Background: an optimization exercise with open tools, aiming at small area. Do not read the settings as production practice.
Only simulation tests tie the RTL to the original design; equivalence was not proved.
Power and IR drop assume default switching activity.

[flow/design.v]
module dot2 (
    input wire [15:0] a0,
    input wire [15:0] b0,
    input wire [15:0] a1,
    input wire [15:0] b1,
    input wire [15:0] p,
    output wire [15:0] y
);
    wire one0_0 = b0[0] ^ 1'b0;
    wire two0_0 = (b0[1] & ~b0[0] & ~1'b0) | (~b0[1] & b0[0] & 1'b0);
    wire neg0_0 = b0[1];
    wire pp0_0_0 = (a0[0] & one0_0) ^ neg0_0;
    wire pp0_0_1 = ((a0[1] & one0_0) | (a0[0] & two0_0)) ^ neg0_0;
    wire pp0_0_2 = ((a0[2] & one0_0) | (a0[1] & two0_0)) ^ neg0_0;
    wire pp0_0_3 = ((a0[3] & one0_0) | (a0[2] & two0_0)) ^ neg0_0;
    wire pp0_0_4 = ((a0[4] & one0_0) | (a0[3] & two0_0)) ^ neg0_0;
    wire pp0_0_5 = ((a0[5] & one0_0) | (a0[4] & two0_0)) ^ neg0_0;
    wire pp0_0_6 = ((a0[6] & one0_0) | (a0[5] & two0_0)) ^ neg0_0;
    wire pp0_0_7 = ((a0[7] & one0_0) | (a0[6] & two0_0)) ^ neg0_0;
    wire pp0_0_8 = ((a0[8] & one0_0) | (a0[7] & two0_0)) ^ neg0_0;
    wire pp0_0_9 = ((a0[9] & one0_0) | (a0[8] & two0_0)) ^ neg0_0;
    wire pp0_0_10 = ((a0[10] & one0_0) | (a0[9] & two0_0)) ^ neg0_0;
    wire pp0_0_11 = ((a0[11] & one0_0) | (a0[10] & two0_0)) ^ neg0_0;
    wire pp0_0_12 = ((a0[12] & one0_0) | (a0[11] & two0_0)) ^ neg0_0;
    wire pp0_0_13 = ((a0[13] & one0_0) | (a0[12] & two0_0)) ^ neg0_0;
    wire pp0_0_14 = ((a0[14] & one0_0) | (a0[13] & two0_0)) ^ neg0_0;
    wire pp0_0_15 = ((a0[15] & one0_0) | (a0[14] & two0_0)) ^ neg0_0;
    wire one0_1 = b0[2] ^ b0[1];
    wire two0_1 = (b0[3] & ~b0[2] & ~b0[1]) | (~b0[3] & b0[2] & b0[1]);
    wire neg0_1 = b0[3];
    wire pp0_1_0 = (a0[0] & one0_1) ^ neg0_1;
    wire pp0_1_1 = ((a0[1] & one0_1) | (a0[0] & two0_1)) ^ neg0_1;
    wire pp0_1_2 = ((a0[2] & one0_1) | (a0[1] & two0_1)) ^ neg0_1;
    wire pp0_1_3 = ((a0[3] & one0_1) | (a0[2] & two0_1)) ^ neg0_1;
    wire pp0_1_4 = ((a0[4] & one0_1) | (a0[3] & two0_1)) ^ neg0_1;
    wire pp0_1_5 = ((a0[5] & one0_1) | (a0[4] & two0_1)) ^ neg0_1;
    wire pp0_1_6 = ((a0[6] & one0_1) | (a0[5] & two0_1)) ^ neg0_1;
    wire pp0_1_7 = ((a0[7] & one0_1) | (a0[6] & two0_1)) ^ neg0_1;
    wire pp0_1_8 = ((a0[8] & one0_1) | (a0[7] & two0_1)) ^ neg0_1;
    wire pp0_1_9 = ((a0[9] & one0_1) | (a0[8] & two0_1)) ^ neg0_1;
    wire pp0_1_10 = ((a0[10] & one0_1) | (a0[9] & two0_1)) ^ neg0_1;
    wire pp0_1_11 = ((a0[11] & one0_1) | (a0[10] & two0_1)) ^ neg0_1;
    wire pp0_1_12 = ((a0[12] & one0_1) | (a0[11] & two0_1)) ^ neg0_1;
    wire pp0_1_13 = ((a0[13] & one0_1) | (a0[12] & two0_1)) ^ neg0_1;
    wire one0_2 = b0[4] ^ b0[3];
    wire two0_2 = (b0[5] & ~b0[4] & ~b0[3]) | (~b0[5] & b0[4] & b0[3]);
    wire neg0_2 = b0[5];
    wire pp0_2_0 = (a0[0] & one0_2) ^ neg0_2;
    wire pp0_2_1 = ((a0[1] & one0_2) | (a0[0] & two0_2)) ^ neg0_2;
    wire pp0_2_2 = ((a0[2] & one0_2) | (a0[1] & two0_2)) ^ neg0_2;
    wire pp0_2_3 = ((a0[3] & one0_2) | (a0[2] & two0_2)) ^ neg0_2;
    wire pp0_2_4 = ((a0[4] & one0_2) | (a0[3] & two0_2)) ^ neg0_2;
    wire pp0_2_5 = ((a0[5] & one0_2) | (a0[4] & two0_2)) ^ neg0_2;
    wire pp0_2_6 = ((a0[6] & one0_2) | (a0[5] & two0_2)) ^ neg0_2;
    wire pp0_2_7 = ((a0[7] & one0_2) | (a0[6] & two0_2)) ^ neg0_2;
    wire pp0_2_8 = ((a0[8] & one0_2) | (a0[7] & two0_2)) ^ neg0_2;
    wire pp0_2_9 = ((a0[9] & one0_2) | (a0[8] & two0_2)) ^ neg0_2;
    wire pp0_2_10 = ((a0[10] & one0_2) | (a0[9] & two0_2)) ^ neg0_2;
    wire pp0_2_11 = ((a0[11] & one0_2) | (a0[10] & two0_2)) ^ neg0_2;
    wire one0_3 = b0[6] ^ b0[5];
    wire two0_3 = (b0[7] & ~b0[6] & ~b0[5]) | (~b0[7] & b0[6] & b0[5]);
    wire neg0_3 = b0[7];
    wire pp0_3_0 = (a0[0] & one0_3) ^ neg0_3;
    wire pp0_3_1 = ((a0[1] & one0_3) | (a0[0] & two0_3)) ^ neg0_3;
    wire pp0_3_2 = ((a0[2] & one0_3) | (a0[1] & two0_3)) ^ neg0_3;
    wire pp0_3_3 = ((a0[3] & one0_3) | (a0[2] & two0_3)) ^ neg0_3;
    wire pp0_3_4 = ((a0[4] & one0_3) | (a0[3] & two0_3)) ^ neg0_3;
    wire pp0_3_5 = ((a0[5] & one0_3) | (a0[4] & two0_3)) ^ neg0_3;
    wire pp0_3_6 = ((a0[6] & one0_3) | (a0[5] & two0_3)) ^ neg0_3;
    wire pp0_3_7 = ((a0[7] & one0_3) | (a0[6] & two0_3)) ^ neg0_3;
    wire pp0_3_8 = ((a0[8] & one0_3) | (a0[7] & two0_3)) ^ neg0_3;
    wire pp0_3_9 = ((a0[9] & one0_3) | (a0[8] & two0_3)) ^ neg0_3;
    wire one0_4 = b0[8] ^ b0[7];
    wire two0_4 = (b0[9] & ~b0[8] & ~b0[7]) | (~b0[9] & b0[8] & b0[7]);
    wire neg0_4 = b0[9];
    wire pp0_4_0 = (a0[0] & one0_4) ^ neg0_4;
    wire pp0_4_1 = ((a0[1] & one0_4) | (a0[0] & two0_4)) ^ neg0_4;
    wire pp0_4_2 = ((a0[2] & one0_4) | (a0[1] & two0_4)) ^ neg0_4;
    wire pp0_4_3 = ((a0[3] & one0_4) | (a0[2] & two0_4)) ^ neg0_4;
    wire pp0_4_4 = ((a0[4] & one0_4) | (a0[3] & two0_4)) ^ neg0_4;
    wire pp0_4_5 = ((a0[5] & one0_4) | (a0[4] & two0_4)) ^ neg0_4;
    wire pp0_4_6 = ((a0[6] & one0_4) | (a0[5] & two0_4)) ^ neg0_4;
    wire pp0_4_7 = ((a0[7] & one0_4) | (a0[6] & two0_4)) ^ neg0_4;
    wire one0_5 = b0[10] ^ b0[9];
    wire two0_5 = (b0[11] & ~b0[10] & ~b0[9]) | (~b0[11] & b0[10] & b0[9]);
    wire neg0_5 = b0[11];
    wire pp0_5_0 = (a0[0] & one0_5) ^ neg0_5;
    wire pp0_5_1 = ((a0[1] & one0_5) | (a0[0] & two0_5)) ^ neg0_5;
    wire pp0_5_2 = ((a0[2] & one0_5) | (a0[1] & two0_5)) ^ neg0_5;
    wire pp0_5_3 = ((a0[3] & one0_5) | (a0[2] & two0_5)) ^ neg0_5;
    wire pp0_5_4 = ((a0[4] & one0_5) | (a0[3] & two0_5)) ^ neg0_5;
    wire pp0_5_5 = ((a0[5] & one0_5) | (a0[4] & two0_5)) ^ neg0_5;
    wire one0_6 = b0[12] ^ b0[11];
    wire two0_6 = (b0[13] & ~b0[12] & ~b0[11]) | (~b0[13] & b0[12] & b0[11]);
    wire neg0_6 = b0[13];
    wire pp0_6_0 = (a0[0] & one0_6) ^ neg0_6;
    wire pp0_6_1 = ((a0[1] & one0_6) | (a0[0] & two0_6)) ^ neg0_6;
    wire pp0_6_2 = ((a0[2] & one0_6) | (a0[1] & two0_6)) ^ neg0_6;
    wire pp0_6_3 = ((a0[3] & one0_6) | (a0[2] & two0_6)) ^ neg0_6;
    wire one0_7 = b0[14] ^ b0[13];
    wire two0_7 = (b0[15] & ~b0[14] & ~b0[13]) | (~b0[15] & b0[14] & b0[13]);
    wire neg0_7 = b0[15];
    wire pp0_7_0 = (a0[0] & one0_7) ^ neg0_7;
    wire pp0_7_1 = ((a0[1] & one0_7) | (a0[0] & two0_7)) ^ neg0_7;
    wire one1_0 = b1[0] ^ 1'b0;
    wire two1_0 = (b1[1] & ~b1[0] & ~1'b0) | (~b1[1] & b1[0] & 1'b0);
    wire neg1_0 = b1[1];
    wire pp1_0_0 = (a1[0] & one1_0) ^ neg1_0;
    wire pp1_0_1 = ((a1[1] & one1_0) | (a1[0] & two1_0)) ^ neg1_0;
    wire pp1_0_2 = ((a1[2] & one1_0) | (a1[1] & two1_0)) ^ neg1_0;
    wire pp1_0_3 = ((a1[3] & one1_0) | (a1[2] & two1_0)) ^ neg1_0;
    wire pp1_0_4 = ((a1[4] & one1_0) | (a1[3] & two1_0)) ^ neg1_0;
    wire pp1_0_5 = ((a1[5] & one1_0) | (a1[4] & two1_0)) ^ neg1_0;
    wire pp1_0_6 = ((a1[6] & one1_0) | (a1[5] & two1_0)) ^ neg1_0;
    wire pp1_0_7 = ((a1[7] & one1_0) | (a1[6] & two1_0)) ^ neg1_0;
    wire pp1_0_8 = ((a1[8] & one1_0) | (a1[7] & two1_0)) ^ neg1_0;
    wire pp1_0_9 = ((a1[9] & one1_0) | (a1[8] & two1_0)) ^ neg1_0;
    wire pp1_0_10 = ((a1[10] & one1_0) | (a1[9] & two1_0)) ^ neg1_0;
    wire pp1_0_11 = ((a1[11] & one1_0) | (a1[10] & two1_0)) ^ neg1_0;
    wire pp1_0_12 = ((a1[12] & one1_0) | (a1[11] & two1_0)) ^ neg1_0;
    wire pp1_0_13 = ((a1[13] & one1_0) | (a1[12] & two1_0)) ^ neg1_0;
    wire pp1_0_14 = ((a1[14] & one1_0) | (a1[13] & two1_0)) ^ neg1_0;
    wire pp1_0_15 = ((a1[15] & one1_0) | (a1[14] & two1_0)) ^ neg1_0;
    wire one1_1 = b1[2] ^ b1[1];
    wire two1_1 = (b1[3] & ~b1[2] & ~b1[1]) | (~b1[3] & b1[2] & b1[1]);
    wire neg1_1 = b1[3];
    wire pp1_1_0 = (a1[0] & one1_1) ^ neg1_1;
    wire pp1_1_1 = ((a1[1] & one1_1) | (a1[0] & two1_1)) ^ neg1_1;
    wire pp1_1_2 = ((a1[2] & one1_1) | (a1[1] & two1_1)) ^ neg1_1;
    wire pp1_1_3 = ((a1[3] & one1_1) | (a1[2] & two1_1)) ^ neg1_1;
    wire pp1_1_4 = ((a1[4] & one1_1) | (a1[3] & two1_1)) ^ neg1_1;
    wire pp1_1_5 = ((a1[5] & one1_1) | (a1[4] & two1_1)) ^ neg1_1;
    wire pp1_1_6 = ((a1[6] & one1_1) | (a1[5] & two1_1)) ^ neg1_1;
    wire pp1_1_7 = ((a1[7] & one1_1) | (a1[6] & two1_1)) ^ neg1_1;
    wire pp1_1_8 = ((a1[8] & one1_1) | (a1[7] & two1_1)) ^ neg1_1;
    wire pp1_1_9 = ((a1[9] & one1_1) | (a1[8] & two1_1)) ^ neg1_1;
    wire pp1_1_10 = ((a1[10] & one1_1) | (a1[9] & two1_1)) ^ neg1_1;
    wire pp1_1_11 = ((a1[11] & one1_1) | (a1[10] & two1_1)) ^ neg1_1;
    wire pp1_1_12 = ((a1[12] & one1_1) | (a1[11] & two1_1)) ^ neg1_1;
    wire pp1_1_13 = ((a1[13] & one1_1) | (a1[12] & two1_1)) ^ neg1_1;
    wire one1_2 = b1[4] ^ b1[3];
    wire two1_2 = (b1[5] & ~b1[4] & ~b1[3]) | (~b1[5] & b1[4] & b1[3]);
    wire neg1_2 = b1[5];
    wire pp1_2_0 = (a1[0] & one1_2) ^ neg1_2;
    wire pp1_2_1 = ((a1[1] & one1_2) | (a1[0] & two1_2)) ^ neg1_2;
    wire pp1_2_2 = ((a1[2] & one1_2) | (a1[1] & two1_2)) ^ neg1_2;
    wire pp1_2_3 = ((a1[3] & one1_2) | (a1[2] & two1_2)) ^ neg1_2;
    wire pp1_2_4 = ((a1[4] & one1_2) | (a1[3] & two1_2)) ^ neg1_2;
    wire pp1_2_5 = ((a1[5] & one1_2) | (a1[4] & two1_2)) ^ neg1_2;
    wire pp1_2_6 = ((a1[6] & one1_2) | (a1[5] & two1_2)) ^ neg1_2;
    wire pp1_2_7 = ((a1[7] & one1_2) | (a1[6] & two1_2)) ^ neg1_2;
    wire pp1_2_8 = ((a1[8] & one1_2) | (a1[7] & two1_2)) ^ neg1_2;
    wire pp1_2_9 = ((a1[9] & one1_2) | (a1[8] & two1_2)) ^ neg1_2;
    wire pp1_2_10 = ((a1[10] & one1_2) | (a1[9] & two1_2)) ^ neg1_2;
    wire pp1_2_11 = ((a1[11] & one1_2) | (a1[10] & two1_2)) ^ neg1_2;
    wire one1_3 = b1[6] ^ b1[5];
    wire two1_3 = (b1[7] & ~b1[6] & ~b1[5]) | (~b1[7] & b1[6] & b1[5]);
    wire neg1_3 = b1[7];
    wire pp1_3_0 = (a1[0] & one1_3) ^ neg1_3;
    wire pp1_3_1 = ((a1[1] & one1_3) | (a1[0] & two1_3)) ^ neg1_3;
    wire pp1_3_2 = ((a1[2] & one1_3) | (a1[1] & two1_3)) ^ neg1_3;
    wire pp1_3_3 = ((a1[3] & one1_3) | (a1[2] & two1_3)) ^ neg1_3;
    wire pp1_3_4 = ((a1[4] & one1_3) | (a1[3] & two1_3)) ^ neg1_3;
    wire pp1_3_5 = ((a1[5] & one1_3) | (a1[4] & two1_3)) ^ neg1_3;
    wire pp1_3_6 = ((a1[6] & one1_3) | (a1[5] & two1_3)) ^ neg1_3;
    wire pp1_3_7 = ((a1[7] & one1_3) | (a1[6] & two1_3)) ^ neg1_3;
    wire pp1_3_8 = ((a1[8] & one1_3) | (a1[7] & two1_3)) ^ neg1_3;
    wire pp1_3_9 = ((a1[9] & one1_3) | (a1[8] & two1_3)) ^ neg1_3;
    wire one1_4 = b1[8] ^ b1[7];
    wire two1_4 = (b1[9] & ~b1[8] & ~b1[7]) | (~b1[9] & b1[8] & b1[7]);
    wire neg1_4 = b1[9];
    wire pp1_4_0 = (a1[0] & one1_4) ^ neg1_4;
    wire pp1_4_1 = ((a1[1] & one1_4) | (a1[0] & two1_4)) ^ neg1_4;
    wire pp1_4_2 = ((a1[2] & one1_4) | (a1[1] & two1_4)) ^ neg1_4;
    wire pp1_4_3 = ((a1[3] & one1_4) | (a1[2] & two1_4)) ^ neg1_4;
    wire pp1_4_4 = ((a1[4] & one1_4) | (a1[3] & two1_4)) ^ neg1_4;
    wire pp1_4_5 = ((a1[5] & one1_4) | (a1[4] & two1_4)) ^ neg1_4;
    wire pp1_4_6 = ((a1[6] & one1_4) | (a1[5] & two1_4)) ^ neg1_4;
    wire pp1_4_7 = ((a1[7] & one1_4) | (a1[6] & two1_4)) ^ neg1_4;
    wire one1_5 = b1[10] ^ b1[9];
    wire two1_5 = (b1[11] & ~b1[10] & ~b1[9]) | (~b1[11] & b1[10] & b1[9]);
    wire neg1_5 = b1[11];
    wire pp1_5_0 = (a1[0] & one1_5) ^ neg1_5;
    wire pp1_5_1 = ((a1[1] & one1_5) | (a1[0] & two1_5)) ^ neg1_5;
    wire pp1_5_2 = ((a1[2] & one1_5) | (a1[1] & two1_5)) ^ neg1_5;
    wire pp1_5_3 = ((a1[3] & one1_5) | (a1[2] & two1_5)) ^ neg1_5;
    wire pp1_5_4 = ((a1[4] & one1_5) | (a1[3] & two1_5)) ^ neg1_5;
    wire pp1_5_5 = ((a1[5] & one1_5) | (a1[4] & two1_5)) ^ neg1_5;
    wire one1_6 = b1[12] ^ b1[11];
    wire two1_6 = (b1[13] & ~b1[12] & ~b1[11]) | (~b1[13] & b1[12] & b1[11]);
    wire neg1_6 = b1[13];
    wire pp1_6_0 = (a1[0] & one1_6) ^ neg1_6;
    wire pp1_6_1 = ((a1[1] & one1_6) | (a1[0] & two1_6)) ^ neg1_6;
    wire pp1_6_2 = ((a1[2] & one1_6) | (a1[1] & two1_6)) ^ neg1_6;
    wire pp1_6_3 = ((a1[3] & one1_6) | (a1[2] & two1_6)) ^ neg1_6;
    wire one1_7 = b1[14] ^ b1[13];
    wire two1_7 = (b1[15] & ~b1[14] & ~b1[13]) | (~b1[15] & b1[14] & b1[13]);
    wire neg1_7 = b1[15];
    wire pp1_7_0 = (a1[0] & one1_7) ^ neg1_7;
    wire pp1_7_1 = ((a1[1] & one1_7) | (a1[0] & two1_7)) ^ neg1_7;
    wire t1 = p[0] ^ neg0_0 ^ neg1_0;
    wire t2 = (p[0] & neg0_0) | (p[0] & neg1_0) | (neg0_0 & neg1_0);
    wire t3 = t1 ^ pp0_0_0 ^ pp1_0_0;
    wire t4 = (t1 & pp0_0_0) | (t1 & pp1_0_0) | (pp0_0_0 & pp1_0_0);
    assign y[0] = t3;   
    wire t5 = p[1] ^ t2 ^ pp0_0_1;
    wire t6 = (p[1] & t2) | (p[1] & pp0_0_1) | (t2 & pp0_0_1);
    wire t7 = pp1_0_1 ^ t4 ^ t5;
    wire t8 = (pp1_0_1 & t4) | (pp1_0_1 & t5) | (t4 & t5);
    assign y[1] = t7;   
    wire t9 = p[2] ^ neg0_1 ^ neg1_1;
    wire t10 = (p[2] & neg0_1) | (p[2] & neg1_1) | (neg0_1 & neg1_1);
    wire t11 = t9 ^ pp0_0_2 ^ pp0_1_0;
    wire t12 = (t9 & pp0_0_2) | (t9 & pp0_1_0) | (pp0_0_2 & pp0_1_0);
    wire t13 = pp1_0_2 ^ pp1_1_0 ^ t6;
    wire t14 = (pp1_0_2 & pp1_1_0) | (pp1_0_2 & t6) | (pp1_1_0 & t6);
    wire t15 = t11 ^ t13 ^ t8;
    wire t16 = (t11 & t13) | (t11 & t8) | (t13 & t8);
    assign y[2] = t15;   
    wire t17 = p[3] ^ t10 ^ pp0_0_3;
    wire t18 = (p[3] & t10) | (p[3] & pp0_0_3) | (t10 & pp0_0_3);
    wire t19 = pp0_1_1 ^ pp1_0_3 ^ pp1_1_1;
    wire t20 = (pp0_1_1 & pp1_0_3) | (pp0_1_1 & pp1_1_1) | (pp1_0_3 & pp1_1_1);
    wire t21 = t12 ^ t17 ^ t19;
    wire t22 = (t12 & t17) | (t12 & t19) | (t17 & t19);
    wire t23 = t14 ^ t21 ^ t16;
    wire t24 = (t14 & t21) | (t14 & t16) | (t21 & t16);
    assign y[3] = t23;   
    wire t25 = p[4] ^ neg0_2 ^ neg1_2;
    wire t26 = (p[4] & neg0_2) | (p[4] & neg1_2) | (neg0_2 & neg1_2);
    wire t27 = t25 ^ pp0_0_4 ^ pp0_1_2;
    wire t28 = (t25 & pp0_0_4) | (t25 & pp0_1_2) | (pp0_0_4 & pp0_1_2);
    wire t29 = pp0_2_0 ^ pp1_0_4 ^ pp1_1_2;
    wire t30 = (pp0_2_0 & pp1_0_4) | (pp0_2_0 & pp1_1_2) | (pp1_0_4 & pp1_1_2);
    wire t31 = pp1_2_0 ^ t18 ^ t20;
    wire t32 = (pp1_2_0 & t18) | (pp1_2_0 & t20) | (t18 & t20);
    wire t33 = t27 ^ t29 ^ t31;
    wire t34 = (t27 & t29) | (t27 & t31) | (t29 & t31);
    wire t35 = t22 ^ t33 ^ t24;
    wire t36 = (t22 & t33) | (t22 & t24) | (t33 & t24);
    assign y[4] = t35;   
    wire t37 = p[5] ^ t26 ^ pp0_0_5;
    wire t38 = (p[5] & t26) | (p[5] & pp0_0_5) | (t26 & pp0_0_5);
    wire t39 = pp0_1_3 ^ pp0_2_1 ^ pp1_0_5;
    wire t40 = (pp0_1_3 & pp0_2_1) | (pp0_1_3 & pp1_0_5) | (pp0_2_1 & pp1_0_5);
    wire t41 = pp1_1_3 ^ pp1_2_1 ^ t28;
    wire t42 = (pp1_1_3 & pp1_2_1) | (pp1_1_3 & t28) | (pp1_2_1 & t28);
    wire t43 = t30 ^ t37 ^ t39;
    wire t44 = (t30 & t37) | (t30 & t39) | (t37 & t39);
    wire t45 = t32 ^ t41 ^ t43;
    wire t46 = (t32 & t41) | (t32 & t43) | (t41 & t43);
    wire t47 = t34 ^ t45 ^ t36;
    wire t48 = (t34 & t45) | (t34 & t36) | (t45 & t36);
    assign y[5] = t47;   
    wire t49 = p[6] ^ neg0_3 ^ neg1_3;
    wire t50 = (p[6] & neg0_3) | (p[6] & neg1_3) | (neg0_3 & neg1_3);
    wire t51 = t49 ^ pp0_0_6 ^ pp0_1_4;
    wire t52 = (t49 & pp0_0_6) | (t49 & pp0_1_4) | (pp0_0_6 & pp0_1_4);
    wire t53 = pp0_2_2 ^ pp0_3_0 ^ pp1_0_6;
    wire t54 = (pp0_2_2 & pp0_3_0) | (pp0_2_2 & pp1_0_6) | (pp0_3_0 & pp1_0_6);
    wire t55 = pp1_1_4 ^ pp1_2_2 ^ pp1_3_0;
    wire t56 = (pp1_1_4 & pp1_2_2) | (pp1_1_4 & pp1_3_0) | (pp1_2_2 & pp1_3_0);
    wire t57 = t38 ^ t40 ^ t51;
    wire t58 = (t38 & t40) | (t38 & t51) | (t40 & t51);
    wire t59 = t53 ^ t55 ^ t42;
    wire t60 = (t53 & t55) | (t53 & t42) | (t55 & t42);
    wire t61 = t44 ^ t57 ^ t59;
    wire t62 = (t44 & t57) | (t44 & t59) | (t57 & t59);
    wire t63 = t46 ^ t61 ^ t48;
    wire t64 = (t46 & t61) | (t46 & t48) | (t61 & t48);
    assign y[6] = t63;   
    wire t65 = p[7] ^ t50 ^ pp0_0_7;
    wire t66 = (p[7] & t50) | (p[7] & pp0_0_7) | (t50 & pp0_0_7);
    wire t67 = pp0_1_5 ^ pp0_2_3 ^ pp0_3_1;
    wire t68 = (pp0_1_5 & pp0_2_3) | (pp0_1_5 & pp0_3_1) | (pp0_2_3 & pp0_3_1);
    wire t69 = pp1_0_7 ^ pp1_1_5 ^ pp1_2_3;
    wire t70 = (pp1_0_7 & pp1_1_5) | (pp1_0_7 & pp1_2_3) | (pp1_1_5 & pp1_2_3);
    wire t71 = pp1_3_1 ^ t52 ^ t54;
    wire t72 = (pp1_3_1 & t52) | (pp1_3_1 & t54) | (t52 & t54);
    wire t73 = t56 ^ t65 ^ t67;
    wire t74 = (t56 & t65) | (t56 & t67) | (t65 & t67);
    wire t75 = t69 ^ t71 ^ t58;
    wire t76 = (t69 & t71) | (t69 & t58) | (t71 & t58);
    wire t77 = t73 ^ t60 ^ t75;
    wire t78 = (t73 & t60) | (t73 & t75) | (t60 & t75);
    wire t79 = t62 ^ t77 ^ t64;
    wire t80 = (t62 & t77) | (t62 & t64) | (t77 & t64);
    assign y[7] = t79;   
    wire t81 = p[8] ^ neg0_4 ^ neg1_4;
    wire t82 = (p[8] & neg0_4) | (p[8] & neg1_4) | (neg0_4 & neg1_4);
    wire t83 = t81 ^ pp0_0_8 ^ pp0_1_6;
    wire t84 = (t81 & pp0_0_8) | (t81 & pp0_1_6) | (pp0_0_8 & pp0_1_6);
    wire t85 = pp0_2_4 ^ pp0_3_2 ^ pp0_4_0;
    wire t86 = (pp0_2_4 & pp0_3_2) | (pp0_2_4 & pp0_4_0) | (pp0_3_2 & pp0_4_0);
    wire t87 = pp1_0_8 ^ pp1_1_6 ^ pp1_2_4;
    wire t88 = (pp1_0_8 & pp1_1_6) | (pp1_0_8 & pp1_2_4) | (pp1_1_6 & pp1_2_4);
    wire t89 = pp1_3_2 ^ pp1_4_0 ^ t66;
    wire t90 = (pp1_3_2 & pp1_4_0) | (pp1_3_2 & t66) | (pp1_4_0 & t66);
    wire t91 = t68 ^ t70 ^ t83;
    wire t92 = (t68 & t70) | (t68 & t83) | (t70 & t83);
    wire t93 = t85 ^ t87 ^ t72;
    wire t94 = (t85 & t87) | (t85 & t72) | (t87 & t72);
    wire t95 = t89 ^ t74 ^ t91;
    wire t96 = (t89 & t74) | (t89 & t91) | (t74 & t91);
    wire t97 = t76 ^ t93 ^ t95;
    wire t98 = (t76 & t93) | (t76 & t95) | (t93 & t95);
    wire t99 = t78 ^ t97 ^ t80;
    wire t100 = (t78 & t97) | (t78 & t80) | (t97 & t80);
    assign y[8] = t99;   
    wire t101 = p[9] ^ t82 ^ pp0_0_9;
    wire t102 = (p[9] & t82) | (p[9] & pp0_0_9) | (t82 & pp0_0_9);
    wire t103 = pp0_1_7 ^ pp0_2_5 ^ pp0_3_3;
    wire t104 = (pp0_1_7 & pp0_2_5) | (pp0_1_7 & pp0_3_3) | (pp0_2_5 & pp0_3_3);
    wire t105 = pp0_4_1 ^ pp1_0_9 ^ pp1_1_7;
    wire t106 = (pp0_4_1 & pp1_0_9) | (pp0_4_1 & pp1_1_7) | (pp1_0_9 & pp1_1_7);
    wire t107 = pp1_2_5 ^ pp1_3_3 ^ pp1_4_1;
    wire t108 = (pp1_2_5 & pp1_3_3) | (pp1_2_5 & pp1_4_1) | (pp1_3_3 & pp1_4_1);
    wire t109 = t84 ^ t86 ^ t88;
    wire t110 = (t84 & t86) | (t84 & t88) | (t86 & t88);
    wire t111 = t101 ^ t103 ^ t105;
    wire t112 = (t101 & t103) | (t101 & t105) | (t103 & t105);
    wire t113 = t107 ^ t90 ^ t109;
    wire t114 = (t107 & t90) | (t107 & t109) | (t90 & t109);
    wire t115 = t92 ^ t111 ^ t94;
    wire t116 = (t92 & t111) | (t92 & t94) | (t111 & t94);
    wire t117 = t113 ^ t96 ^ t115;
    wire t118 = (t113 & t96) | (t113 & t115) | (t96 & t115);
    wire t119 = t98 ^ t117 ^ t100;
    wire t120 = (t98 & t117) | (t98 & t100) | (t117 & t100);
    assign y[9] = t119;   
    wire t121 = p[10] ^ neg0_5 ^ neg1_5;
    wire t122 = (p[10] & neg0_5) | (p[10] & neg1_5) | (neg0_5 & neg1_5);
    wire t123 = t121 ^ pp0_0_10 ^ pp0_1_8;
    wire t124 = (t121 & pp0_0_10) | (t121 & pp0_1_8) | (pp0_0_10 & pp0_1_8);
    wire t125 = pp0_2_6 ^ pp0_3_4 ^ pp0_4_2;
    wire t126 = (pp0_2_6 & pp0_3_4) | (pp0_2_6 & pp0_4_2) | (pp0_3_4 & pp0_4_2);
    wire t127 = pp0_5_0 ^ pp1_0_10 ^ pp1_1_8;
    wire t128 = (pp0_5_0 & pp1_0_10) | (pp0_5_0 & pp1_1_8) | (pp1_0_10 & pp1_1_8);
    wire t129 = pp1_2_6 ^ pp1_3_4 ^ pp1_4_2;
    wire t130 = (pp1_2_6 & pp1_3_4) | (pp1_2_6 & pp1_4_2) | (pp1_3_4 & pp1_4_2);
    wire t131 = pp1_5_0 ^ t102 ^ t104;
    wire t132 = (pp1_5_0 & t102) | (pp1_5_0 & t104) | (t102 & t104);
    wire t133 = t106 ^ t108 ^ t123;
    wire t134 = (t106 & t108) | (t106 & t123) | (t108 & t123);
    wire t135 = t125 ^ t127 ^ t129;
    wire t136 = (t125 & t127) | (t125 & t129) | (t127 & t129);
    wire t137 = t110 ^ t131 ^ t112;
    wire t138 = (t110 & t131) | (t110 & t112) | (t131 & t112);
    wire t139 = t133 ^ t135 ^ t114;
    wire t140 = (t133 & t135) | (t133 & t114) | (t135 & t114);
    wire t141 = t137 ^ t116 ^ t139;
    wire t142 = (t137 & t116) | (t137 & t139) | (t116 & t139);
    wire t143 = t118 ^ t141 ^ t120;
    wire t144 = (t118 & t141) | (t118 & t120) | (t141 & t120);
    assign y[10] = t143;   
    wire t145 = p[11] ^ t122 ^ pp0_0_11;
    wire t146 = (p[11] & t122) | (p[11] & pp0_0_11) | (t122 & pp0_0_11);
    wire t147 = pp0_1_9 ^ pp0_2_7 ^ pp0_3_5;
    wire t148 = (pp0_1_9 & pp0_2_7) | (pp0_1_9 & pp0_3_5) | (pp0_2_7 & pp0_3_5);
    wire t149 = pp0_4_3 ^ pp0_5_1 ^ pp1_0_11;
    wire t150 = (pp0_4_3 & pp0_5_1) | (pp0_4_3 & pp1_0_11) | (pp0_5_1 & pp1_0_11);
    wire t151 = pp1_1_9 ^ pp1_2_7 ^ pp1_3_5;
    wire t152 = (pp1_1_9 & pp1_2_7) | (pp1_1_9 & pp1_3_5) | (pp1_2_7 & pp1_3_5);
    wire t153 = pp1_4_3 ^ pp1_5_1 ^ t124;
    wire t154 = (pp1_4_3 & pp1_5_1) | (pp1_4_3 & t124) | (pp1_5_1 & t124);
    wire t155 = t126 ^ t128 ^ t130;
    wire t156 = (t126 & t128) | (t126 & t130) | (t128 & t130);
    wire t157 = t145 ^ t147 ^ t149;
    wire t158 = (t145 & t147) | (t145 & t149) | (t147 & t149);
    wire t159 = t151 ^ t132 ^ t153;
    wire t160 = (t151 & t132) | (t151 & t153) | (t132 & t153);
    wire t161 = t155 ^ t134 ^ t136;
    wire t162 = (t155 & t134) | (t155 & t136) | (t134 & t136);
    wire t163 = t157 ^ t138 ^ t159;
    wire t164 = (t157 & t138) | (t157 & t159) | (t138 & t159);
    wire t165 = t161 ^ t140 ^ t163;
    wire t166 = (t161 & t140) | (t161 & t163) | (t140 & t163);
    wire t167 = t142 ^ t165 ^ t144;
    wire t168 = (t142 & t165) | (t142 & t144) | (t165 & t144);
    assign y[11] = t167;   
    wire t169 = p[12] ^ neg0_6 ^ neg1_6;
    wire t170 = (p[12] & neg0_6) | (p[12] & neg1_6) | (neg0_6 & neg1_6);
    wire t171 = t169 ^ pp0_0_12 ^ pp0_1_10;
    wire t172 = (t169 & pp0_0_12) | (t169 & pp0_1_10) | (pp0_0_12 & pp0_1_10);
    wire t173 = pp0_2_8 ^ pp0_3_6 ^ pp0_4_4;
    wire t174 = (pp0_2_8 & pp0_3_6) | (pp0_2_8 & pp0_4_4) | (pp0_3_6 & pp0_4_4);
    wire t175 = pp0_5_2 ^ pp0_6_0 ^ pp1_0_12;
    wire t176 = (pp0_5_2 & pp0_6_0) | (pp0_5_2 & pp1_0_12) | (pp0_6_0 & pp1_0_12);
    wire t177 = pp1_1_10 ^ pp1_2_8 ^ pp1_3_6;
    wire t178 = (pp1_1_10 & pp1_2_8) | (pp1_1_10 & pp1_3_6) | (pp1_2_8 & pp1_3_6);
    wire t179 = pp1_4_4 ^ pp1_5_2 ^ pp1_6_0;
    wire t180 = (pp1_4_4 & pp1_5_2) | (pp1_4_4 & pp1_6_0) | (pp1_5_2 & pp1_6_0);
    wire t181 = t146 ^ t148 ^ t150;
    wire t182 = (t146 & t148) | (t146 & t150) | (t148 & t150);
    wire t183 = t152 ^ t171 ^ t173;
    wire t184 = (t152 & t171) | (t152 & t173) | (t171 & t173);
    wire t185 = t175 ^ t177 ^ t179;
    wire t186 = (t175 & t177) | (t175 & t179) | (t177 & t179);
    wire t187 = t154 ^ t156 ^ t181;
    wire t188 = (t154 & t156) | (t154 & t181) | (t156 & t181);
    wire t189 = t158 ^ t183 ^ t185;
    wire t190 = (t158 & t183) | (t158 & t185) | (t183 & t185);
    wire t191 = t160 ^ t162 ^ t187;
    wire t192 = (t160 & t162) | (t160 & t187) | (t162 & t187);
    wire t193 = t189 ^ t164 ^ t191;
    wire t194 = (t189 & t164) | (t189 & t191) | (t164 & t191);
    wire t195 = t166 ^ t193 ^ t168;
    wire t196 = (t166 & t193) | (t166 & t168) | (t193 & t168);
    assign y[12] = t195;   
    wire t197 = p[13] ^ t170 ^ pp0_0_13;
    wire t198 = (p[13] & t170) | (p[13] & pp0_0_13) | (t170 & pp0_0_13);
    wire t199 = pp0_1_11 ^ pp0_2_9 ^ pp0_3_7;
    wire t200 = (pp0_1_11 & pp0_2_9) | (pp0_1_11 & pp0_3_7) | (pp0_2_9 & pp0_3_7);
    wire t201 = pp0_4_5 ^ pp0_5_3 ^ pp0_6_1;
    wire t202 = (pp0_4_5 & pp0_5_3) | (pp0_4_5 & pp0_6_1) | (pp0_5_3 & pp0_6_1);
    wire t203 = pp1_0_13 ^ pp1_1_11 ^ pp1_2_9;
    wire t204 = (pp1_0_13 & pp1_1_11) | (pp1_0_13 & pp1_2_9) | (pp1_1_11 & pp1_2_9);
    wire t205 = pp1_3_7 ^ pp1_4_5 ^ pp1_5_3;
    wire t206 = (pp1_3_7 & pp1_4_5) | (pp1_3_7 & pp1_5_3) | (pp1_4_5 & pp1_5_3);
    wire t207 = pp1_6_1 ^ t172 ^ t174;
    wire t208 = (pp1_6_1 & t172) | (pp1_6_1 & t174) | (t172 & t174);
    wire t209 = t176 ^ t178 ^ t180;
    wire t210 = (t176 & t178) | (t176 & t180) | (t178 & t180);
    wire t211 = t197 ^ t199 ^ t201;
    wire t212 = (t197 & t199) | (t197 & t201) | (t199 & t201);
    wire t213 = t203 ^ t205 ^ t182;
    wire t214 = (t203 & t205) | (t203 & t182) | (t205 & t182);
    wire t215 = t207 ^ t209 ^ t184;
    wire t216 = (t207 & t209) | (t207 & t184) | (t209 & t184);
    wire t217 = t186 ^ t211 ^ t188;
    wire t218 = (t186 & t211) | (t186 & t188) | (t211 & t188);
    wire t219 = t213 ^ t190 ^ t215;
    wire t220 = (t213 & t190) | (t213 & t215) | (t190 & t215);
    wire t221 = t192 ^ t217 ^ t219;
    wire t222 = (t192 & t217) | (t192 & t219) | (t217 & t219);
    wire t223 = t194 ^ t221 ^ t196;
    wire t224 = (t194 & t221) | (t194 & t196) | (t221 & t196);
    assign y[13] = t223;   
    wire t225 = p[14] ^ neg0_7 ^ neg1_7;
    wire t226 = (p[14] & neg0_7) | (p[14] & neg1_7) | (neg0_7 & neg1_7);
    wire t227 = t225 ^ pp0_0_14 ^ pp0_1_12;
    wire t228 = (t225 & pp0_0_14) | (t225 & pp0_1_12) | (pp0_0_14 & pp0_1_12);
    wire t229 = pp0_2_10 ^ pp0_3_8 ^ pp0_4_6;
    wire t230 = (pp0_2_10 & pp0_3_8) | (pp0_2_10 & pp0_4_6) | (pp0_3_8 & pp0_4_6);
    wire t231 = pp0_5_4 ^ pp0_6_2 ^ pp0_7_0;
    wire t232 = (pp0_5_4 & pp0_6_2) | (pp0_5_4 & pp0_7_0) | (pp0_6_2 & pp0_7_0);
    wire t233 = pp1_0_14 ^ pp1_1_12 ^ pp1_2_10;
    wire t234 = (pp1_0_14 & pp1_1_12) | (pp1_0_14 & pp1_2_10) | (pp1_1_12 & pp1_2_10);
    wire t235 = pp1_3_8 ^ pp1_4_6 ^ pp1_5_4;
    wire t236 = (pp1_3_8 & pp1_4_6) | (pp1_3_8 & pp1_5_4) | (pp1_4_6 & pp1_5_4);
    wire t237 = pp1_6_2 ^ pp1_7_0 ^ t198;
    wire t238 = (pp1_6_2 & pp1_7_0) | (pp1_6_2 & t198) | (pp1_7_0 & t198);
    wire t239 = t200 ^ t202 ^ t204;
    wire t240 = (t200 & t202) | (t200 & t204) | (t202 & t204);
    wire t241 = t206 ^ t227 ^ t229;
    wire t242 = (t206 & t227) | (t206 & t229) | (t227 & t229);
    wire t243 = t231 ^ t233 ^ t235;
    wire t244 = (t231 & t233) | (t231 & t235) | (t233 & t235);
    wire t245 = t208 ^ t210 ^ t237;
    wire t246 = (t208 & t210) | (t208 & t237) | (t210 & t237);
    wire t247 = t239 ^ t212 ^ t241;
    wire t248 = (t239 & t212) | (t239 & t241) | (t212 & t241);
    wire t249 = t243 ^ t214 ^ t216;
    wire t250 = (t243 & t214) | (t243 & t216) | (t214 & t216);
    wire t251 = t245 ^ t247 ^ t218;
    wire t252 = (t245 & t247) | (t245 & t218) | (t247 & t218);
    wire t253 = t220 ^ t249 ^ t251;
    wire t254 = (t220 & t249) | (t220 & t251) | (t249 & t251);
    wire t255 = t222 ^ t253 ^ t224;
    wire t256 = (t222 & t253) | (t222 & t224) | (t253 & t224);
    assign y[14] = t255;   
    wire t257 = p[15] ^ t226 ^ pp0_0_15;
    wire t258 = pp0_1_13 ^ pp0_2_11 ^ pp0_3_9;
    wire t259 = pp0_4_7 ^ pp0_5_5 ^ pp0_6_3;
    wire t260 = pp0_7_1 ^ pp1_0_15 ^ pp1_1_13;
    wire t261 = pp1_2_11 ^ pp1_3_9 ^ pp1_4_7;
    wire t262 = pp1_5_5 ^ pp1_6_3 ^ pp1_7_1;
    wire t263 = t228 ^ t230 ^ t232;
    wire t264 = t234 ^ t236 ^ t257;
    wire t265 = t258 ^ t259 ^ t260;
    wire t266 = t261 ^ t262 ^ t238;
    wire t267 = t240 ^ t263 ^ t242;
    wire t268 = t244 ^ t264 ^ t265;
    wire t269 = t246 ^ t266 ^ t248;
    wire t270 = t267 ^ t268 ^ t250;
    wire t271 = t269 ^ t252 ^ t270;
    wire t272 = t254 ^ t271 ^ t256;
    assign y[15] = t272;   
endmodule
module fir_wishbone #(
    parameter N = 4,
    parameter DATA_WIDTH = 16
)(
    input  wire                  clk,
    input  wire                  rst,
    input  wire [3:0]            adr_i,
    input  wire [DATA_WIDTH-1:0] dat_i,
    output wire [DATA_WIDTH-1:0] dat_o,
    input  wire                  we_i,
    input  wire                  stb_i,
    input  wire                  cyc_i,
    output reg                   ack_o
);
    wire acc = cyc_i & stb_i & ~ack_o;
    wire wr  = acc & we_i;
    reg [15:0] c0, c1, c2, c3;
    wire [15:0] cd = rst ? 16'd0 : dat_i;
    always @(posedge clk) begin
        if (rst || (wr && adr_i == 4'd0)) c0 <= cd;
        if (rst || (wr && adr_i == 4'd1)) c1 <= cd;
        if (rst || (wr && adr_i == 4'd2)) c2 <= cd;
        if (rst || (wr && adr_i == 4'd3)) c3 <= cd;
    end
    reg [15:0] x0, x1, x2, x3;
    reg [3:0]  v;
    wire push = wr && adr_i == 4'd4;
    always @(posedge clk)
        if (push) begin
            x0 <= dat_i; x1 <= x0; x2 <= x1; x3 <= x2;
        end
    reg a1, a2, a3, a4;
    always @(posedge clk or posedge rst) begin
        if (rst) begin
            ack_o <= 1'b0; a1 <= 1'b0; a2 <= 1'b0; a3 <= 1'b0; a4 <= 1'b0;
            v <= 4'd0;
        end else begin
            ack_o <= acc; a1 <= ack_o; a2 <= a1; a3 <= a2; a4 <= a3;
            if (push) v <= {v[2:0], 1'b1};
        end
    end
    wire        ph = ack_o;
    wire [15:0] ca = ph ? c0 : c2;
    wire [15:0] cb = ph ? c1 : c3;
    wire        va = ph ? v[0] : v[2];
    wire        vb = ph ? v[1] : v[3];
    wire [15:0] xa = (ph ? x0 : x2) & {16{va}};
    wire [15:0] xb = (ph ? x1 : x3) & {16{vb}};
    reg  [15:0] p;
    wire [15:0] m;
    dot2 tree (.a0(ca), .b0(xa), .a1(cb), .b1(xb), .p(p & {16{~ph}}), .y(m));
    always @(posedge clk) p <= m;
    reg [15:0] y, r1, r2;
    always @(posedge clk or posedge rst)
        if (rst) y <= 16'd0;
        else if (a1) y <= m;
    always @(posedge clk) begin
        if (!a2) r1 <= y;
        if (!a4) r2 <= r1;
    end
    reg [3:0] rs;
    reg       rr;
    always @(posedge clk) begin
        rs <= {adr_i == 4'd3, adr_i == 4'd2, adr_i == 4'd1, adr_i == 4'd0};
        rr <= (adr_i == 4'd5);
    end
    assign dat_o = (c0 & {16{rs[0]}}) | (c1 & {16{rs[1]}}) |
                   (c2 & {16{rs[2]}}) | (c3 & {16{rs[3]}}) | (r2 & {16{rr}});
endmodule
[flow/flow/run.sh]
#!/bin/bash
# Own flow: the standard layout, except that synthesis extracts the
# design's full adders before Yosys's "abc -fast" (ORFS's synth.tcl otherwise
# runs the whole fine stage of synth first, which restructures them and
# leaves inverters between adder cells).  Everything else, including the
# registers, is as in the standard synthesis.
set -euo pipefail
WORK=$(pwd)

# Our synthesis script: ORFS's synth.tcl with the fine stage spelled out.
python3 - "$FLOW_HOME/scripts/synth.tcl" "$WORK/synth_own.tcl" <<'PY'
import sys
s = open(sys.argv[1]).read()
old = "  synth -top $::env(DESIGN_NAME) -run fine: {*}$synth_full_args\n"
new = """  opt -fast -full
  memory_map
  opt -full
  techmap -map +/techmap.v -map $::env(FLOW_HOME)/platforms/common/lcu_kogge_stone.v
  opt -fast
  extract_fa
  techmap -map $::env(ADDER_MAP_FILE)
  techmap
  opt -fast
  abc -fast
  opt -fast
  synth -top $::env(DESIGN_NAME) -run check: {*}$synth_full_args
"""
assert s.count(old) == 1, "synth.tcl changed"
open(sys.argv[2], "w").write(s.replace(old, new))
PY
# The standard flow's synthesis wrapper (synth -nofsm -noshare, flatten, renames), sourcing ours
grep -q 'source $::env(SCRIPTS_DIR)/synth.tcl' synth_recipe.tcl
sed "s#source \$::env(SCRIPTS_DIR)/synth.tcl#source $WORK/synth_own.tcl#" synth_recipe.tcl > own_synth.tcl
# standard.sh with our synthesis script and the extra make variables in
# flow/extra.txt (one NAME=value per line)
python3 - "$WORK" <<'PY'
import shlex, sys
work = sys.argv[1]
s = open("standard.sh").read()
old = "SYNTH_SCRIPT=" + shlex.quote(work + "/synth_recipe.tcl")
assert s.count(old) == 1, "standard.sh changed"
s = s.replace(old, "SYNTH_SCRIPT=" + shlex.quote(work + "/own_synth.tcl"))
extra = [l.strip() for l in open("flow/extra.txt") if l.strip() and not l.startswith("#")]
tail = '"${@:-finish}"'
assert s.count(tail) == 1
s = s.replace(tail, " ".join(shlex.quote(e) for e in extra) + " " + tail)
open("standard_own.sh", "w").write(s)
PY

bash standard_own.sh synth > synth.log 2>&1
bash standard_own.sh > layout.log 2>&1
test -f out/final.def
[flow/flow/extra.txt]
# extra ORFS make variables for this flow
BUFFER_PORTS_ARGS=-buffer_cell sky130_fd_sc_hd__buf_1
CTS_ARGS=-sink_clustering_enable -repair_clock_nets -sink_clustering_size 18 -sink_clustering_max_diameter 60 -dont_use_dummy_load -buf_list sky130_fd_sc_hd__clkbuf_8
[flow/standard.sh]
#!/bin/bash
# synth_recipe.tcl (not shown) runs the flow's synth.tcl, then flattens the netlist and writes it again
# the make line also repeats each setting of config.mk as NAME=value (left out here)
make -C /OpenROAD-flow-scripts/flow DESIGN_CONFIG=/design/flow/config.mk WORK_HOME=/design/flow/orfs CLKGATE_MAP_FILE= SYNTH_SCRIPT=/design/flow/synth_recipe.tcl "${@:-finish}"
[flow/config.mk]
export PLATFORM = sky130hd
export DESIGN_NAME = fir_wishbone
export DESIGN_NICKNAME = fir_wishbone
export VERILOG_FILES = /design/flow/design.v
export SDC_FILE = /design/flow/constraint.sdc
export NUM_CORES = 4
export LEC_CHECK = 0
export CAP_MARGIN = 20
export CORE_MARGIN = 2
export CORE_UTILIZATION = 65
export CTS_CLUSTER_DIAMETER = 60
export CTS_CLUSTER_SIZE = 18
export PLACE_DENSITY = 0.85
export SLEW_MARGIN = 20
[flow/constraint.sdc]
create_clock -name core_clock -period 10.0 [get_ports {clk}]
set_input_delay 2.0000 -clock core_clock [delete_from_list [all_inputs] [get_ports {clk}]]
set_output_delay 2.0000 -clock core_clock [all_outputs]
set_load 0.01 [all_outputs]
==> reports/metrics.yaml <==
outcome:
  status: "no timing/DRC/antenna violations"
floorplanning:
  io_pins: 42
  initial_utilization: 0.663
  core-area_um2: 21100
  chipHeight_um: 151
  die_area_um2: 22700
  rows: 53
  die_w_um: 151
worst_setup_path:
  crit_fanout: 7
  crit_top_cell: "fa_1"
  cp_slowest_cell: "fa_1"
  crit_path_end_kind: "flip-flop"
  critPathLaunchType: "flip-flop"
  max_stage_delay_ns: 0.55
  worstPathRequired_ns: 10.38
  crit_type: "flip-flop to flip-flop"
  rr_worst_depth: 28
  crit_arrival_ns: 10.10
global_routing:
  grt.overflow.total: 0
  grt_max_degree: 69
  grtUsageTotal: 0.357
  grt_pass1_vias: 9634
  grt_pass1_wl_mm: 58.6
  antenna_found_initial: 1
yosys:
  syn_area_per_cell_um2: 12.9
  synth-seq-cells: 206
  syn_area_um2: 14000
  synth_cell_types: 53
  synth_area_leaders: "edfxtp_1 34%, fa_1 18%, xnor2_1 8.6%"
  netlist.area_leader.share: 0.344
  seq_area_frac_synth: 0.419
  synth_flop_cell: "edfxtp_1"
  synth_fp_nets: 1236
  synth_top_area_cell: "edfxtp_1"
  synth_async_sr_flop_share: 0.121
  yosysMostFrequentCell: "edfxtp_1"
  synthCells: 1083
  synth_commonest_cells: "160 x edfxtp_1, 138 x xnor2_1, 134 x a22oi_1, 128 x fa_1, 64 x nor2_1"
  synth_edf_count: 160
  yosysWarnings: 1
power_and_ir_drop:
  p_leak_nw: 5.54
  vdd_drop_max_mv: 0.150
  total_power_mw: 2.29
  p_per_area_nw_per_um2: 154
cts:
  cts_tree: "built"
  htreeDepth: 1
  cts-root-buf: "clkbuf_8"
  clock_path_buffers: 3
  post_cts_buffers: 0
  insertion_delay_ns: 0.52
  clk_pin_slew_ns: 0.11
  cts.sinks: 206
  cts_buffers: 16
sta:
  finClkSkew_ns: 0.0500
  hold_slack_ns: 0.358
  max_slew.worst_pin.slew_ns: 0.991
  setup_viol: 0
  layout_min_cycle_time_ns: 9.72
  drv_slew: 0
  hold_viol: 0
  fmax_mhz: 103
  min_period_over_period: 0.972
  slew_headroom: 0.339
min_path:
  hold_depth: 0
  hold_path_class: "flip-flop to flip-flop"
routing:
  via_per_inst: 6.80
  route.detailed.drc: 0
  routed_wl_mm: 38.9
  initialDrtViolationCount: 1265
  drtAntennaViolNets: 0
  num_vias: 9515
  wl_per_cell_um: 27.8
  drtPass1Iterations: 6
final_layout:
  instances_no_fill: 1400
  syn_to_final_growth_pct: 6.32
  layout.nets: 1280
  drive_gt1_frac: 0.149
  final_area_um2: 14900
  num_antenna_cells: 0
placed_design:
  gp_congestion: 0.968
  place_area_um2: 14600
  io_buffers: 41
  dp_cells: 1384
  dp.final_hpwl_mm: 29.6
flow_run:
  drv_cap: 0
[power by group]
| group | leakage [nW] | switching (mW) | internal (mW) |
|---|---|---|---|
| combinational | 3.40 | 0.424 | 0.318 |
| sequential | 2.03 | 0.0753 | 1.08 |
| clock | 0.115 | 0.247 | 0.145 |
[what timing repair did]
item | 4_1_cts | 5_1_grt
gates resized for setup | 0 | 9
hold endpoints to repair | 0 | 0
hold buffers | 0 | 0
setup endpoints to repair | 0 | 2
[path summary, 6_finish.rpt]
check | startpoint | endpoint | slack (ns)
max in group asynchronous | rst | y[11] | 7.73
min in group asynchronous | rst | ack_o | 1.86
setup reg to reg | ack_o | y[15] | 0.28
hold reg to reg | a3 | a4 | 0.36
hold / removal | a3 | a4 | 0.36
setup / recovery | ack_o | y[15] | 0.28
[routing by layer]
metal  GRT usage  vias to the layer above  wire (µm)
met5           0                        -          0
met4       0.131                        0       1600
met3      0.0594                      111       4180
met2       0.565                      649      18100
met1       0.506                     4750      15000
li1            -                     4005          -
[layout make-up]
| class | instances | area (µm²) |
|---|---|---|
| Fill cell | 1440 | 6230 |
| Clock buffer | 16 | 220 |
| Inverter | 5 | 18.8 |
| Multi-Input combinational cell | 798 | 7820 |
| Sequential cell | 206 | 5850 |
| Timing Repair Buffer | 100 | 604 |
| Tap cell | 275 | 344 |
[cells in the final DEF (no fill, tap or decap), drive strengths merged, types with 2 or more instances in the layout]
cell / count
a211oi: 3
a21oi: 17
a222oi: 16
a22oi: 135
a31oi: 2
a32o: 7
and3: 5
buf: 100
clkbuf: 16
dfrtp: 25
dfxtp: 21
edfxtp: 160
fa: 128
inv: 5
mux2: 56
mux2i: 60
nand2: 51
nand2b: 3
nand3: 8
nand3b: 4
nor2: 67
nor2b: 39
nor3: 2
o21ai: 15
o22ai: 7
o31ai: 2
or3: 7
or3b: 2
xnor2: 139
xor2: 14
[worst max-delay path, delay by kind of cell, from the launching register on]
family                     cells  cell delay (ns)
DFF                            1             0.53
muxes                          2             0.58
xor gates and xnor gates       8             1.44
adders and majority gates     14             6.22
and+or+nand+nor                1             0.38
AOI/OAI and AO/OA              2             0.25
buffers and inverters          1             0.19
[stage by stage]
step	utilization	setup TNS [ns]	setup slack, ns
after CTS	0.703	0	0.0363
final	0.705	0	0.277
after global placement	0.692	0	0.245
after global routing	0.705	-0.0175	-0.0175
after detailed placement	0.692	0	0.124
after floorplan	-	0	0.000187
[cells by family (layout without fill, tap and decap cells)]
family                   count (synthesis)  in the layout  synth area share
AO/OA/AOI/OAI                          208            208             0.113
XOR/XNOR                               154            154            0.0980
adder cells (fa/ha/maj)                128            128             0.183
buffers and inverters                   79            121            0.0266
flip-flops                             206            206             0.419
multiplexers                           116            116            0.0945
AND/OR/NAND/NOR                        192            192            0.0660

[afterwards: timing with drivers on the ports]
In the flow no input, the clock included, has a driving cell. The finished layout below was timed again as built, in two steps. Step 1: set_driving_cell puts a clkbuf_16 on clk and a buf_2 on each other input, an assumption about the parent block. Step 2, shift: input delay + t, output delay - t, t = (earliest + latest rising clock arrival at the registers) / 2. This alone moves slack from input paths to output paths. Three values: ideal, step 1, step 2; two values: the first two.
t, ns: 0.536
setup slack, ns: 0.277 / 0.277 / 0.277
slew at the worst register clock pin (ns): 0.11 / 0.11
After both steps this run still meets setup and hold. For this run, drivers alone change the setup slack by 0.000 ns; drivers and shift together by 0.000 ns.
